Context: an optimization exercise on an open-source flow, tuned for a short achievable clock period and few clock cycles. The choices shown serve that exercise and are no tape-out recipe.
The RTL was checked by simulation tests, not by an equivalence proof against the original design.
No activity file was given, so power comes from the tool's default toggle rates.

File: flow/config.mk
export PLATFORM = sky130hd
export DESIGN_NAME = core
export DESIGN_NICKNAME = core
export VERILOG_FILES = /design/flow/design.v
export SDC_FILE = /design/flow/constraint.sdc
export NUM_CORES = 4
export LEC_CHECK = 0
export ABC_CLOCK_PERIOD_IN_PS = 2400
export CAP_MARGIN = 20
export CORE_MARGIN = 2
export CORE_UTILIZATION = 40
export SETUP_SLACK_MARGIN = 4.6
export SLEW_MARGIN = 20
export TNS_END_PERCENT = 100
File: flow/constraint.sdc
create_clock -name core_clock -period 7.0 [get_ports {I_clk}]
set_input_delay 1.4000 -clock core_clock [delete_from_list [all_inputs] [get_ports {I_clk}]]
set_output_delay 1.4000 -clock core_clock [all_outputs]
set_load 0.01 [all_outputs]
File: flow/design.v
    localparam ADD     = 4'b0000;
    localparam SUB     = 4'b0001;
    localparam OR      = 4'b0010;
    localparam AND     = 4'b0011;
    localparam XOR     = 4'b0100;
    localparam NOT     = 4'b0101;
    localparam READ    = 4'b0110;
    localparam WRITE   = 4'b0111;
    localparam LOAD    = 4'b1000;
    localparam CMP     = 4'b1001;
    localparam SHIFT   = 4'b1010;
    localparam JMP     = 4'b1011;
    localparam JMPC    = 4'b1100;
    localparam SPECIAL = 4'b1101;
    localparam STACK   = 4'b1110;
    localparam MEM_NOP   = 2'b00;
    localparam MEM_READ  = 2'b01;
    localparam MEM_WRITE = 2'b10;
    localparam CMP_EQ_BIT       = 0;
    localparam CMP_RA_GT_RB_BIT = 1;
    localparam CMP_RB_GT_RA_BIT = 2;
    localparam CMP_RA_ZERO_BIT  = 3;
    localparam CMP_RB_ZERO_BIT  = 4;
    localparam CMP_CODE_EQ       = 3'b000;
    localparam CMP_CODE_RA_GT_RB = 3'b001;
    localparam CMP_CODE_RB_GT_RA = 3'b010;
    localparam CMP_CODE_RA_ZERO  = 3'b011;
    localparam CMP_CODE_RB_ZERO  = 3'b100;
    localparam FETCH         = 10'b0000000001;
    localparam DECODE        = 10'b0000000010;
    localparam REG_READ      = 10'b0000000100;
    localparam EXEC          = 10'b0000001000;
    localparam STORE         = 10'b0000010000;
    localparam REG_WRITE     = 10'b0000100000;
    localparam FETCH_IRQ_NUM = 10'b0001000000;
    localparam SAVE_PC       = 10'b0010000000;
    localparam ENTER_ISR     = 10'b0100000000;
    localparam DECREMENT_SP  = 10'b1000000000;
    localparam RAM_SIZE  = 16'h8000;
    localparam APP       = 16'h0064;
    localparam TIMER1_COUNT         = RAM_SIZE - 10;
    localparam TIMER_ENABLE         = RAM_SIZE - 9;
    localparam UART_1_RW            = RAM_SIZE - 2;
    localparam UART_1_RX_DATA_READY = RAM_SIZE - 1;
    localparam UART_1_TX_READY      = RAM_SIZE;
module core(input wire I_clk,
    input wire I_reset,
    input wire I_irq_active,
    input wire MEM_ready,
    input wire[15:0] MEM_data_in,
    input wire MEM_data_ready,
    output reg O_irq_ack,
    output reg MEM_exec,
    output reg MEM_write,
    output reg[1:0] MEM_size,
    output reg[15:0] MEM_addr,
    output reg[15:0] MEM_data_out);
     localparam ADD     = 4'b0000;
    localparam SUB     = 4'b0001;
    localparam OR      = 4'b0010;
    localparam AND     = 4'b0011;
    localparam XOR     = 4'b0100;
    localparam NOT     = 4'b0101;
    localparam READ    = 4'b0110;
    localparam WRITE   = 4'b0111;
    localparam LOAD    = 4'b1000;
    localparam CMP     = 4'b1001;
    localparam SHIFT   = 4'b1010;
    localparam JMP     = 4'b1011;
    localparam JMPC    = 4'b1100;
    localparam SPECIAL = 4'b1101;
    localparam STACK   = 4'b1110;
localparam OK_FETCH = 2'd0, OK_KILL = 2'd1, OK_READ = 2'd2, OK_WRITE = 2'd3;
localparam M_RUN = 3'd0, M_DRAIN = 3'd1, M_ACK = 3'd2, M_NUM = 3'd3, M_PUSH = 3'd4;
localparam APP = 16'h0064;
reg        r_fetch;              
reg        o_v;                  
reg [1:0]  o_kind;
reg [15:0] fpc;                  
reg [15:0] npc;                  
reg [1:0]  ib_cnt;               
reg [15:0] ib0, ib1;
reg        ir_v;
reg [15:0] ir, ipc;
reg [1:0]  st;
reg [15:0] regs [0:7];
reg        ie, rec, irq_q;
reg [2:0]  mode;
reg [15:0] irqn;
reg [15:0] A, B, bop, lop, moff, tgt_rel;
reg        cin;
reg [15:0] sum_q, log_q, shf_q, sp_q;
reg [4:0]  cmp_q;
wire [3:0] op = ir[15:12];
wire m = ir[8];
wire [2:0] rd = ir[11:9], ra = ir[7:5], rb = ir[4:2];
wire is_add   = op == ADD;
wire is_sub   = op == SUB;
wire is_or    = op == OR;
wire is_and   = op == AND;
wire is_xor   = op == XOR;
wire is_not   = op == NOT;
wire is_read  = op == READ;
wire is_write = op == WRITE;
wire is_load  = op == LOAD;
wire is_cmp   = op == CMP;
wire is_shift = op == SHIFT;
wire is_jmp   = op == JMP;
wire is_jmpc  = op == JMPC;
wire is_spec  = op == SPECIAL;
wire is_spc   = is_spec && ir[2:0] == 3'b000;
wire is_ei    = is_spec && ir[2:0] == 3'b001;
wire is_di    = is_spec && ir[2:0] == 3'b010;
wire is_reti  = is_spec && ir[2:0] == 3'b100;
wire is_push  = op == STACK && !m;
wire is_pop   = op == STACK && m;
wire is_rdop  = is_read || is_pop || is_reti;
wire is_wrop  = is_write || is_push;
wire is_memop = is_rdop || is_wrop;
wire is_logic = is_or || is_and || is_xor || is_not || is_load || is_spc;
wire wb_en    = is_add || is_sub || is_logic || is_cmp || is_shift || is_push || is_pop || is_reti;
wire acc = MEM_exec && MEM_ready;
wire s0 = ir_v && st == 2'd0;
wire s1 = ir_v && st == 2'd1;
wire s2 = ir_v && st == 2'd2;
wire s3 = ir_v && st == 2'd3;
wire flag = (rd == 3'd0) ? A[0] : (rd == 3'd1) ? A[1] : (rd == 3'd2) ? A[2] :
            (rd == 3'd3) ? A[3] : (rd == 3'd4) ? A[4] : 1'b0;
wire br_taken = is_jmp || (is_jmpc && flag);
wire [15:0] br_tgt = (is_jmp && !m) || (is_jmpc && m) ? tgt_rel : is_jmp ? A : B;
wire rd_done = s3 && is_rdop && MEM_data_ready && o_v && o_kind == OK_READ;
wire redirect_br = s1 && br_taken;
wire redirect_reti = rd_done && is_reti;
wire irq_vec_go = mode == M_PUSH && acc;
wire redirect = redirect_br || redirect_reti || irq_vec_go;
wire [15:0] vec = APP + {irqn[14:0], 1'b0};
wire [15:0] rtgt = redirect_reti ? MEM_data_in : irq_vec_go ? vec : br_tgt;
wire ir_done = (s2 && !is_memop) || ((s2 || s3) && is_wrop && acc) || rd_done;
wire ir_free = !ir_v || ir_done;
wire irq_take = mode == M_RUN && ir_free && ie && irq_q && !redirect_reti;
wire kill = redirect || irq_take;
wire fc = MEM_data_ready && o_v && o_kind == OK_FETCH;
wire ir_load = mode == M_RUN && ir_free && !irq_take && !redirect && (ib_cnt != 2'd0 || fc);
wire [15:0] ir_src = (ib_cnt != 2'd0) ? ib0 : MEM_data_in;
wire fetch_ok = ({1'b0, ib_cnt} + {2'b0, o_v && o_kind == OK_FETCH}) <= 3'd1;
wire [15:0] maddr = A + moff;
wire [15:0] wdata = (is_push && ir[0]) ? ipc : B;
wire [1:0]  msize = (is_read || is_write) ? (m ? 2'd2 : 2'd1) : 2'd2;
wire dreq = s1 && is_memop;
wire [15:0] rA_v = regs[ra];
wire [15:0] rB_v = regs[rb];
wire [15:0] imm4 = m ? {12'b0, ir[4:1]} : {{12{ir[4]}}, ir[4:1]};
wire [15:0] bsrc = ir[0] ? imm4 : rB_v;
wire eq = A == B;
wire lt = m ? (A < B) : ($signed(A) < $signed(B));
wire gt = !lt && !eq;
wire [15:0] res = (is_add || is_sub) ? sum_q :
                  is_logic ? log_q :
                  is_shift ? shf_q :
                  is_cmp ? {11'b0, cmp_q} : sp_q;
wire [2:0] wb_addr = (is_pop || is_reti) ? ra : rd;
wire [1:0] wb_mask = is_load ? (m ? 2'b10 : 2'b01) : 2'b11;
integer i;
always @(posedge I_clk) begin
    if (I_reset) begin
        MEM_exec <= 1'b0;
        r_fetch <= 1'b0;
        o_v <= 1'b0;
        o_kind <= OK_FETCH;
        fpc <= 16'h0000;
        npc <= 16'h0000;
        ib_cnt <= 2'd0;
        ir_v <= 1'b0;
        st <= 2'd0;
        ie <= 1'b0;
        rec <= 1'b0;
        irq_q <= 1'b0;
        mode <= M_RUN;
        O_irq_ack <= 1'b0;
        for (i = 0; i < 8; i = i + 1)
            regs[i] <= 16'h0000;
    end
    else begin
        irq_q <= I_irq_active;
        if (mode == M_NUM) begin
            MEM_exec <= 1'b1;
            r_fetch <= 1'b0;
            MEM_write <= 1'b1;
            MEM_size <= 2'd2;
            MEM_addr <= regs[7] - 16'd2;
            MEM_data_out <= npc;
        end
        else if (dreq) begin
            MEM_exec <= 1'b1;
            r_fetch <= 1'b0;
            MEM_write <= is_wrop;
            MEM_size <= msize;
            MEM_addr <= maddr;
            MEM_data_out <= wdata;
        end
        else if (redirect) begin
            MEM_exec <= 1'b1;
            r_fetch <= 1'b1;
            MEM_write <= 1'b0;
            MEM_size <= 2'd2;
            MEM_addr <= rtgt;
        end
        else if (irq_take || acc) begin
            MEM_exec <= 1'b0;
        end
        else if (!MEM_exec && mode == M_RUN && fetch_ok) begin
            MEM_exec <= 1'b1;
            r_fetch <= 1'b1;
            MEM_write <= 1'b0;
            MEM_size <= 2'd2;
            MEM_addr <= fpc;
        end
        if (redirect)
            fpc <= rtgt;
        else if (acc && r_fetch)
            fpc <= fpc + 16'd2;
        if (acc) begin
            o_v <= 1'b1;
            o_kind <= r_fetch ? (kill ? OK_KILL : OK_FETCH) : (MEM_write ? OK_WRITE : OK_READ);
        end
        else begin
            if (MEM_data_ready)
                o_v <= 1'b0;
            if (kill && o_kind == OK_FETCH)
                o_kind <= OK_KILL;
        end
        if (kill) begin
            ib_cnt <= 2'd0;
        end
        else begin
            if (ir_load && ib_cnt != 2'd0) begin
                if (fc) begin
                    if (ib_cnt == 2'd1) begin
                        ib0 <= MEM_data_in;
                    end
                    else begin
                        ib0 <= ib1;
                        ib1 <= MEM_data_in;
                    end
                end
                else begin
                    ib0 <= ib1;
                    ib_cnt <= ib_cnt - 2'd1;
                end
            end
            else if (fc && !ir_load) begin
                if (ib_cnt == 2'd0)
                    ib0 <= MEM_data_in;
                else
                    ib1 <= MEM_data_in;
                ib_cnt <= ib_cnt + 2'd1;
            end
        end
        if (redirect)
            npc <= rtgt;
        else if (ir_load)
            npc <= npc + 16'd2;
        if (ir_load) begin
            ir <= ir_src;
            ipc <= npc;
            ir_v <= 1'b1;
            st <= 2'd0;
        end
        else if (ir_done || irq_take) begin
            ir_v <= 1'b0;
        end
        else if (ir_v) begin
            if (st != 2'd3)
                st <= st + 2'd1;
        end
        if (s0) begin
            A <= rA_v;
            B <= rB_v;
            bop <= is_sub ? ~bsrc : bsrc;
            cin <= is_sub;
            lop <= m ? {11'b0, ir[4:0]} : rB_v;
            moff <= is_read ? {{11{ir[4]}}, ir[4:0]} :
                    is_write ? {{11{ir[11]}}, ir[11:9], ir[1:0]} :
                    is_push ? 16'hFFFE : 16'h0000;
            tgt_rel <= ipc + (is_jmp ? {{8{ir[7]}}, ir[7:0]} : {{11{ir[4]}}, ir[4:0]});
        end
        if (s1) begin
            sum_q <= A + bop + {15'b0, cin};
            log_q <= is_or ? (A | lop) : is_and ? (A & lop) : is_xor ? (A ^ lop) :
                     is_not ? ~A : is_load ? {ir[7:0], ir[7:0]} : ipc;
            shf_q <= ir[4] ? 16'h0000 : (m ? (A >> ir[3:0]) : (A << ir[3:0]));
            cmp_q <= {B == 16'h0000, A == 16'h0000, lt, gt, eq};
            sp_q <= is_push ? A - 16'd2 : A + 16'd2;
            if (is_ei) begin
                ie <= 1'b1;
                rec <= 1'b1;
            end
            if (is_di) begin
                ie <= 1'b0;
                rec <= 1'b0;
            end
        end
        if (s2 && wb_en) begin
            if (wb_mask[0]) regs[wb_addr][7:0] <= res[7:0];
            if (wb_mask[1]) regs[wb_addr][15:8] <= res[15:8];
        end
        if (rd_done) begin
            if (is_reti)
                ie <= rec;
            else
                regs[rd] <= MEM_data_in;
        end
        case (mode)
            M_RUN: begin
                if (irq_take)
                    mode <= M_DRAIN;
            end
            M_DRAIN: begin
                if (!o_v && !MEM_exec) begin
                    O_irq_ack <= 1'b1;
                    ie <= 1'b0;
                    mode <= M_ACK;
                end
            end
            M_ACK: begin
                O_irq_ack <= 1'b0;
                mode <= M_NUM;
            end
            M_NUM: begin
                irqn <= MEM_data_in;
                regs[7] <= regs[7] - 16'd2;
                mode <= M_PUSH;
            end
            default: begin
                if (acc)
                    mode <= M_RUN;
            end
        endcase
    end
end
endmodule
File: flow/run.sh
#!/bin/bash
# synth_recipe.tcl (not shown) runs the flow's synth.tcl, then flattens the netlist and writes it again
# the make line also repeats each setting of config.mk as NAME=value (left out here)
make -C /OpenROAD-flow-scripts/flow DESIGN_CONFIG=/design/flow/config.mk WORK_HOME=/design/flow/orfs CLKGATE_MAP_FILE= SYNTH_SCRIPT=/design/flow/synth_recipe.tcl finish
==> flow_summary.yaml, run 1 <==
status:
  result_of_the_run: "no timing/DRC/antenna violations"
die:
  die_w_um: 262.3
  core.rowCount: 94
  die_y_um: 262.3
  start_util_pct: 40.53
  design.core.area_um2: 65860
  num_io_pins: 58
  fp.dieArea_um2: 68810
routing:
  dr.pass1.iters: 7
  post-route-drc-count: 0
  postRouteAntennaNets: 0
  via_count: 24226
  routed_via_density: 6.395
  drt-wirelength-per-cell_um: 29.35
  initialDrtViolationCount: 3640
  totalWireLength_um: 111200
yosys:
  postSynthAreaPerCell_um2: 10.62
  netlist_area_um2: 26690
  number_of_synthesized_register_bits: 448
  synth_sequential_area_ratio_pct: 48.49
  ys_types: 83
  syn_inst: 2514
  number_of_synthesized_flops_with_an_enable_pin: 397
  synth-async-reset-ratio_pct: 0
  yosys.area.top_type: "sky130_fd_sc_hd__edfxtp_1"
  synth-warning-count: 1
  netlist_top_cells_area: "sky130_fd_sc_hd__edfxtp_1, sky130_fd_sc_hd__mux4_2, sky130_fd_sc_hd__ha_1"
  synthesis.nets: 2655
  synth_top_area_share_pct: 44.66
  dominantRegCellSynth: "sky130_fd_sc_hd__edfxtp_1"
worst_setup_path:
  setup.worst_path.end_class: "register"
  worstSetupPathType: "register to register"
  cp_slowest_cell: "sky130_fd_sc_hd__edfxtp_1"
  required_time_of_the_critical_path_ps: 7360
  critical_path_peak_fanout: 4
  crit_path_start_kind: "register"
  worst_r2r_path_depth: 13
  timing.critical_path.arrival_ps: 3630
  cell_by_cell_trace_of_the_critical_path: "buf_6, buf_6, nor2b_1, o211ai_1, o31a_1, a31oi_4, buf_6, a21o_1, a2111o_1, buf_6, a31oi_4, buf_6, buf_12"
  critPathMaxStageDelay_ps: 470
  critPathMostFrequentCell: "sky130_fd_sc_hd__buf_6"
cts:
  path_clk_slew_ps: 70
  cts_htree_levels: 2
  cts_hold_repair.buffers: 0
  cts_buffers: 51
  cts_tree: "done"
  max-clock-path-buffers: 3
  clock_latency_on_the_worst_skew_pair_ps: 640
  clkSinkCount: 448
  root_buffer: "sky130_fd_sc_hd__clkbuf_16"
min_path:
  hp_class: "register to register"
  hold_depth: 2
placement:
  dp.final_hpwl_um: 66980
  dp.cells: 3335
  buffer_ports.inserted: 57
  gp_congestion: 0.9462
  dp_slack_ps: 1998
global_route:
  grt_first_pass_wirelength_um: 152000
  grt_usage_pct: 29.79
  grt_overflow_total: 0
  largest_net_degree_at_the_start_of_global_routing: 45
  first_global_vias: 22413
  grt_antenna_before_repair: 5
final_layout:
  filler_cell_count: 5285
  layout_commonest_cell: "sky130_fd_sc_hd__edfxtp_1"
  n_diodes: 0
  final_net_count: 3023
  fin_util_pct: 56.55
  fin_cells: 3788
  layout.cells.most_common_list: "sky130_fd_sc_hd__edfxtp_1, sky130_fd_sc_hd__nand2_1, sky130_fd_sc_hd__nor2_1, sky130_fd_sc_hd__buf_4, sky130_fd_sc_hd__buf_6"
  fraction_of_layout_cells_with_a_size_suffix_above_1_pct: 37.93
  synthToLayoutAreaGrowth_pct: 39.55
timing:
  period_share_pct: 46.65
  maxClockFrequency_ghz: 0.3062
  hold_violations: 0
  worst_slack_ps: 3734
  setup_tns_ps: 0
  finalCriticalPeriod_ps: 3266
  worstMarginPinSlew_ps: 981.2
  slew_headroom_pct: 34.36
  rsz0062_at_grt: "yes"
  slew_viol_final: 0
  skew_ps: 24.87
  finalSetupViolCount: 0
power:
  power_density_nw_per_um2: 348.3
  peakVddDrop_v: 0.0002352
  power_leakage_uw: 0.01395
  totalPowerFinal_uw: 12970
run:
  drv_cap: 0
-- flip-flops by register name (all words and copies together), names as in the netlist, 3 cells and up, named ones only --
name	flops
ipc	16
shf_q	16
mode	3
fpc	16
moff	5
irqn	15
cmp_q	5
ir	16
bop	16
sum_q	16
MEM_data_out	16
ib1	16
regs	128
log_q	16
sp_q	16
A	16
tgt_rel	16
MEM_addr	16
ib0	16
lop	16
npc	15
B	16
-- Yosys cell counts, types with 7 or more instances --
cell type and instances:
sky130_fd_sc_hd__or2_2 7, sky130_fd_sc_hd__o21a_1 27, sky130_fd_sc_hd__inv_1 98, sky130_fd_sc_hd__buf_2 7, sky130_fd_sc_hd__nand4_1 14, sky130_fd_sc_hd__edfxtp_1 397, sky130_fd_sc_hd__a211oi_1 42, sky130_fd_sc_hd__mux4_2 67
sky130_fd_sc_hd__xnor2_1 67, sky130_fd_sc_hd__and3_1 20, sky130_fd_sc_hd__o31a_1 8, sky130_fd_sc_hd__o2111ai_1 11, sky130_fd_sc_hd__a211o_1 7, sky130_fd_sc_hd__nor4_1 17, sky130_fd_sc_hd__nand3_2 8, sky130_fd_sc_hd__nand3_1 39
sky130_fd_sc_hd__a21oi_1 156, sky130_fd_sc_hd__mux2_4 10, sky130_fd_sc_hd__o21ai_0 148, sky130_fd_sc_hd__o221ai_1 12, sky130_fd_sc_hd__o211ai_1 46, sky130_fd_sc_hd__mux2_2 34, sky130_fd_sc_hd__o31ai_1 7, sky130_fd_sc_hd__o22ai_1 27
sky130_fd_sc_hd__nor3b_1 8, sky130_fd_sc_hd__buf_1 16, sky130_fd_sc_hd__dfxtp_1 51, sky130_fd_sc_hd__nor2b_1 24, sky130_fd_sc_hd__and2_1 13, sky130_fd_sc_hd__nor2_1 286, sky130_fd_sc_hd__a221oi_1 15, sky130_fd_sc_hd__nor3_1 72
sky130_fd_sc_hd__nand2b_1 44, sky130_fd_sc_hd__o21bai_1 8, sky130_fd_sc_hd__a21o_1 17, sky130_fd_sc_hd__a31oi_1 24, sky130_fd_sc_hd__clkbuf_1 116, sky130_fd_sc_hd__xor2_1 41, sky130_fd_sc_hd__ha_1 115, sky130_fd_sc_hd__mux2i_1 55
sky130_fd_sc_hd__nand2_1 231, sky130_fd_sc_hd__or3_1 14
-- metrics by stage --
step	hold WS, ps	area [um2]
after floorplan	452.6	27810
after CTS	504.3	34720
final	505.0	37250
after global routing	514.3	37250
after global placement	493.2	28910
after detailed placement	494.9	28910
-- layout make-up --
class | count | area [um2] | area share (%)
multi-input combinational | 1839 | 15930 | 42.77
sequential | 448 | 12950 | 34.76
timing repair buffer | 441 | 4985 | 13.38
clock buffer | 59 | 1306 | 3.507
tap | 864 | 1081 | 2.902
clock inverter | 36 | 561.8 | 1.508
inverter | 101 | 434.2 | 1.166
-- routing by layer --
layer	share of wire [%]	track usage, %	vias to the layer above
met3	13	6.906	405
met5	0.23	0	-
met2	43	44.05	1715
met4	6.1	15.03	12
li1	-	-	10195
met1	37	40.97	11899
-- critical path: cells and delay by family, from the launching register on --
| kind | cells | cell delay (ps) |
|---|---|---|
| buffers and inverters | 6 | 870 |
| AO/OA/AOI/OAI | 6 | 1520 |
| AND/OR/NAND/NOR | 1 | 140 |
| flip-flops | 1 | 470 |
-- power by group --
part           switching (uW)  internal, uW
registers                 259          3410
logic                    3580          2680
clock network            1210          1830
total                    5050          7920
-- final timing paths --
check | start | end | slack [ps]
worst max-delay path | ir[12] | MEM_addr[11] | 3730
worst min register to register | O_irq_ack | O_irq_ack | 500
worst max register to register | ir[12] | MEM_addr[11] | 3730
worst min-delay path | O_irq_ack | O_irq_ack | 500
-- kinds of logic (layout without fill, tap and decap cells) --
kind of cell / after synthesis / in the layout / synth area share [%]
buf+inv: 243 / 637 / 3.520
fa+ha+maj: 120 / 120 / 5.766
xor+xnor: 108 / 108 / 3.544
mux: 168 / 168 / 9.881
flops: 448 / 448 / 48.49
compound gates: 601 / 604 / 14.32
simple gates: 826 / 839 / 14.48
-- repair_timing --
| action | 4_1_cts | 5_1_grt |
|---|---|---|
| cloned | 29 | 14 |
| pin swaps | 129 | 138 |
| setup endpoints to repair | 738 | 637 |
| gates resized for setup | 528 | 354 |
| setup buffers | 210 | 105 |
Testbench counts, summed over its fixed seeds: cycles 128,395.
==> run 2: changes to the inputs <==
==> flow/config.mk (replaced) <==
export PLATFORM = sky130hd
export DESIGN_NAME = core
export DESIGN_NICKNAME = core
export VERILOG_FILES = /design/flow/design.v
export SDC_FILE = /design/flow/constraint.sdc
export NUM_CORES = 4
export LEC_CHECK = 0
export CAP_MARGIN = 20
export CORE_MARGIN = 2
export CORE_UTILIZATION = 40
export SLEW_MARGIN = 20
==> flow_summary.yaml, run 2 <==
status:
  result_of_the_run: "no timing/DRC/antenna violations"
global_route:
  grt_util_met1_pct: 35.71
  groute.layer.met2.usage_pct: 39.86
  grt_antenna_before_repair: 2
  grt_overflow_total: 0
  grt_most_used_layer: "met2"
  grt_first_pass_wirelength_um: 132700
  use_met3_pct: 4.901
  grt_usage_pct: 25.78
  largest_net_degree_at_the_start_of_global_routing: 70
  first_global_vias: 20169
timing:
  finalCriticalPeriod_ps: 4850
  rsz0062_at_grt: "no"
  hold_slack_ps: 490.9
  period_share_pct: 69.28
  setup_tns_ps: 0
  maxClockFrequency_ghz: 0.2062
  finalSetupViolCount: 0
  worst_slack_ps: 2150
  slew_viol_final: 0
  worstMarginPinSlew_ps: 1119
  slew_headroom_pct: 25.42
  skew_ps: 36.20
  hold_violations: 0
run:
  drv_cap: 0
worst_setup_path:
  reg2reg_capture_point: "sp_q[15]"
  timing.critical_path.arrival_ps: 5200
  critical_path_peak_fanout: 22
  crit_path_start_kind: "register"
  worstSetupPathType: "register to register"
  reg2reg_from: "ir[13]"
  worstSetupEndpoint: "sp_q[15]"
  setup.worst_path.end_class: "register"
  worst_r2r_path_depth: 12
  worstSetupStartpoint: "ir[13]"
  required_time_of_the_critical_path_ps: 7350
  reg2reg_slack_ps: 2150
die:
  fp.dieArea_um2: 68810
  start_util_pct: 40.53
  die_w_um: 262.3
  num_io_pins: 58
  design.core.area_um2: 65860
  core.rowCount: 94
  die_y_um: 262.3
power:
  power.internal_uw: 6488
  totalPowerFinal_uw: 10460
  p_comb_share_pct: 37.8
  total_switching_power_uw: 3968
  power.switching_fraction_pct: 37.95
  part_of_the_total_power_dissipated_in_the_clock_network_pct: 26.4
  peakVddDrop_v: 0.0002117
  seq_power_share_pct: 35.8
  power_leakage_uw: 0.01090
  power_density_nw_per_um2: 349.9
routing:
  postRouteAntennaNets: 0
  dr.pass1.iters: 5
  post-route-drc-count: 0
  initialDrtViolationCount: 2538
  via_count: 21180
  routed_via_density: 6.170
  totalWireLength_um: 91170
  drt-wirelength-per-cell_um: 26.56
cts:
  clkSinkCount: 448
  root_buffer: "sky130_fd_sc_hd__clkbuf_16"
  cts_tree: "done"
  cts_buffers: 52
  path_clk_slew_ps: 60
  clock_latency_on_the_worst_skew_pair_ps: 630
  post_cts_buffers: 0
  max-clock-path-buffers: 3
  cts_htree_levels: 2
  cts_resized: 0
  cts_hold_repair.buffers: 0
final_layout:
  fraction_of_layout_cells_with_a_size_suffix_above_1_pct: 10.83
  top_register_by_number_of_flip_flops: "regs"
  multiInputGateArea_um2: 12870
  filler_cell_count: 6171
  fin_cells: 3433
  final_net_count: 2667
  synthToLayoutAreaGrowth_pct: 11.95
  register_area_um2: 12940
  layout_commonest_cell: "sky130_fd_sc_hd__edfxtp_1"
  largest_reg_flops: 128
  layout.cells.most_common_list: "sky130_fd_sc_hd__edfxtp_1, sky130_fd_sc_hd__nor2_1, sky130_fd_sc_hd__nand2_1, sky130_fd_sc_hd__a21oi_1, sky130_fd_sc_hd__o21ai_0"
placement:
  gp_congestion: 0.9608
  buffer_ports.inserted: 57
  dp.final_hpwl_um: 65230
  dp.cells: 3336
  dp_slack_ps: 2107
yosys:
  dominant_cell_by_count_in_the_synthesized_netlist: "sky130_fd_sc_hd__edfxtp_1"
  netlist_area_um2: 26690
  synthesis.nets: 2655
  synth_common_cells: "sky130_fd_sc_hd__edfxtp_1, sky130_fd_sc_hd__nor2_1, sky130_fd_sc_hd__nand2_1"
  yosys.area.top_type: "sky130_fd_sc_hd__edfxtp_1"
  synth-warning-count: 1
  ys_types: 83
  synth_top_area_share_pct: 44.66
  syn_inst: 2514
  synth_sequential_area_ratio_pct: 48.49
  number_of_synthesized_register_bits: 448
  synth-async-reset-ratio_pct: 0
  netlist_top_cells_area: "sky130_fd_sc_hd__edfxtp_1, sky130_fd_sc_hd__mux4_2, sky130_fd_sc_hd__ha_1"
  dominantRegCellSynth: "sky130_fd_sc_hd__edfxtp_1"
  postSynthAreaPerCell_um2: 10.62
  number_of_synthesized_flops_with_an_enable_pin: 397
min_path:
  hp_class: "register to register"
run 2: changes by cell type in the layout (fill, tap and decap cells not counted), moves of 54 or more:
cell | before | now
sky130_fd_sc_hd__a21oi_2 | 56 | 0
sky130_fd_sc_hd__nor2_1 | 197 | 283
sky130_fd_sc_hd__buf_12 | 58 | 0
sky130_fd_sc_hd__buf_4 | 189 | 43
sky130_fd_sc_hd__a21oi_1 | 90 | 156
sky130_fd_sc_hd__buf_6 | 113 | 0
sky130_fd_sc_hd__o21ai_0 | 88 | 148
sky130_fd_sc_hd__nor2_2 | 57 | 3
run 2: how the worst min path moves through the flow:
stage | slack [ps] | to | startpoint | cells after the start
finish | 490 | O_irq_ack | O_irq_ack | 2
global route | 530 | O_irq_ack | O_irq_ack | 2
CTS | 500 | O_irq_ack | O_irq_ack | 2
detailed placement | 490 | O_irq_ack | O_irq_ack | 2
global placement | 480 | O_irq_ack | O_irq_ack | 2
floorplan | 430 | ipc[0] | fpc[0] | 0
run 2: power groups by stage:
stage,clock network (uW),logic [uW],registers [uW]
finish,2760,3950,3750
global route,2900,4230,3770
CTS,2800,3870,3740
detailed placement,0,3840,3790
global placement,0,3780,3780
floorplan,0,2690,3620
run 2: routing by layer:
layer	part of all wire (%)	up-vias
li1	-	9413
met1	41	10424
met2	45	1126
met3	9.9	217
met4	4.5	0
met5	0	-
run 2: cells by family after synthesis:
kind of cell	count (synthesis)	share of synthesized area, %
and+or+nand+nor	826	14.48
AOI/OAI and AO/OA	601	14.32
DFF	448	48.49
buffers and inverters	243	3.520
muxes	168	9.881
adders and majority gates	120	5.766
xor gates and xnor gates	108	3.544
run 2: metrics by stage:
stage	util [%]	area (um2)
4_1_cts	45.34	29860
2_1_floorplan	-	26690
3_3_place_gp	42.74	28150
6_report	45.37	29880
3_5_place_dp	42.75	28150
5_1_grt	45.36	29880
run 2: worst max-delay path, cell delays in order (launching register included):
cell	delay (ps)
sky130_fd_sc_hd__edfxtp_1	810
sky130_fd_sc_hd__nand2b_1	210
sky130_fd_sc_hd__or3_1	670
sky130_fd_sc_hd__inv_1	550
sky130_fd_sc_hd__ha_1	380
sky130_fd_sc_hd__nor2b_1	140
sky130_fd_sc_hd__o21ai_0	290
sky130_fd_sc_hd__a21boi_0	220
sky130_fd_sc_hd__o41ai_1	540
sky130_fd_sc_hd__o211ai_1	240
sky130_fd_sc_hd__a31o_2	270
sky130_fd_sc_hd__a21oi_1	170
sky130_fd_sc_hd__xnor2_1	80
run 2: final cells by class:
class	instances	area share, %
Inverter	101	1.269
Clock buffer	65	4.585
Clock inverter	30	1.139
Multi-Input combinational cell	1823	43.08
Sequential cell	448	43.32
Tap cell	864	3.618
Timing Repair Buffer	100	2.973
Antenna cell	2	0.01675

==> port drivers added, routing unchanged <==
In the flow no input, the clock included, has a driving cell. The finished layouts below were timed again as built, in two steps.
Step 1 sets driving cells, clkbuf_16 on the clock port and buf_2 on the other inputs (assumed; they add their load-dependent delay and slew).
Step 2 moves the port delays by t, midway between the first and last clock arrival at a register: inputs arrive t later, outputs are due t later. That takes back most of the time a late clock gives input paths.
Slacks: no drivers / after step 1 / after step 2; pairs: no drivers / after step 1.
run	t (ns)	setup slack, ns	hold WS [ns]	worst setup path at the end
run 1	0.697	3.734 / 3.734 / 3.168	0.505 / 0.505 / 0.505	input to register
run 2	0.672	2.150 / 2.150 / 2.086	0.491 / 0.491 / 0.491	input to register
After both steps every run listed still meets setup and hold. For run 1, which loses most, drivers alone change the setup slack by 0.000 ns; drivers and shift together by -0.566 ns.
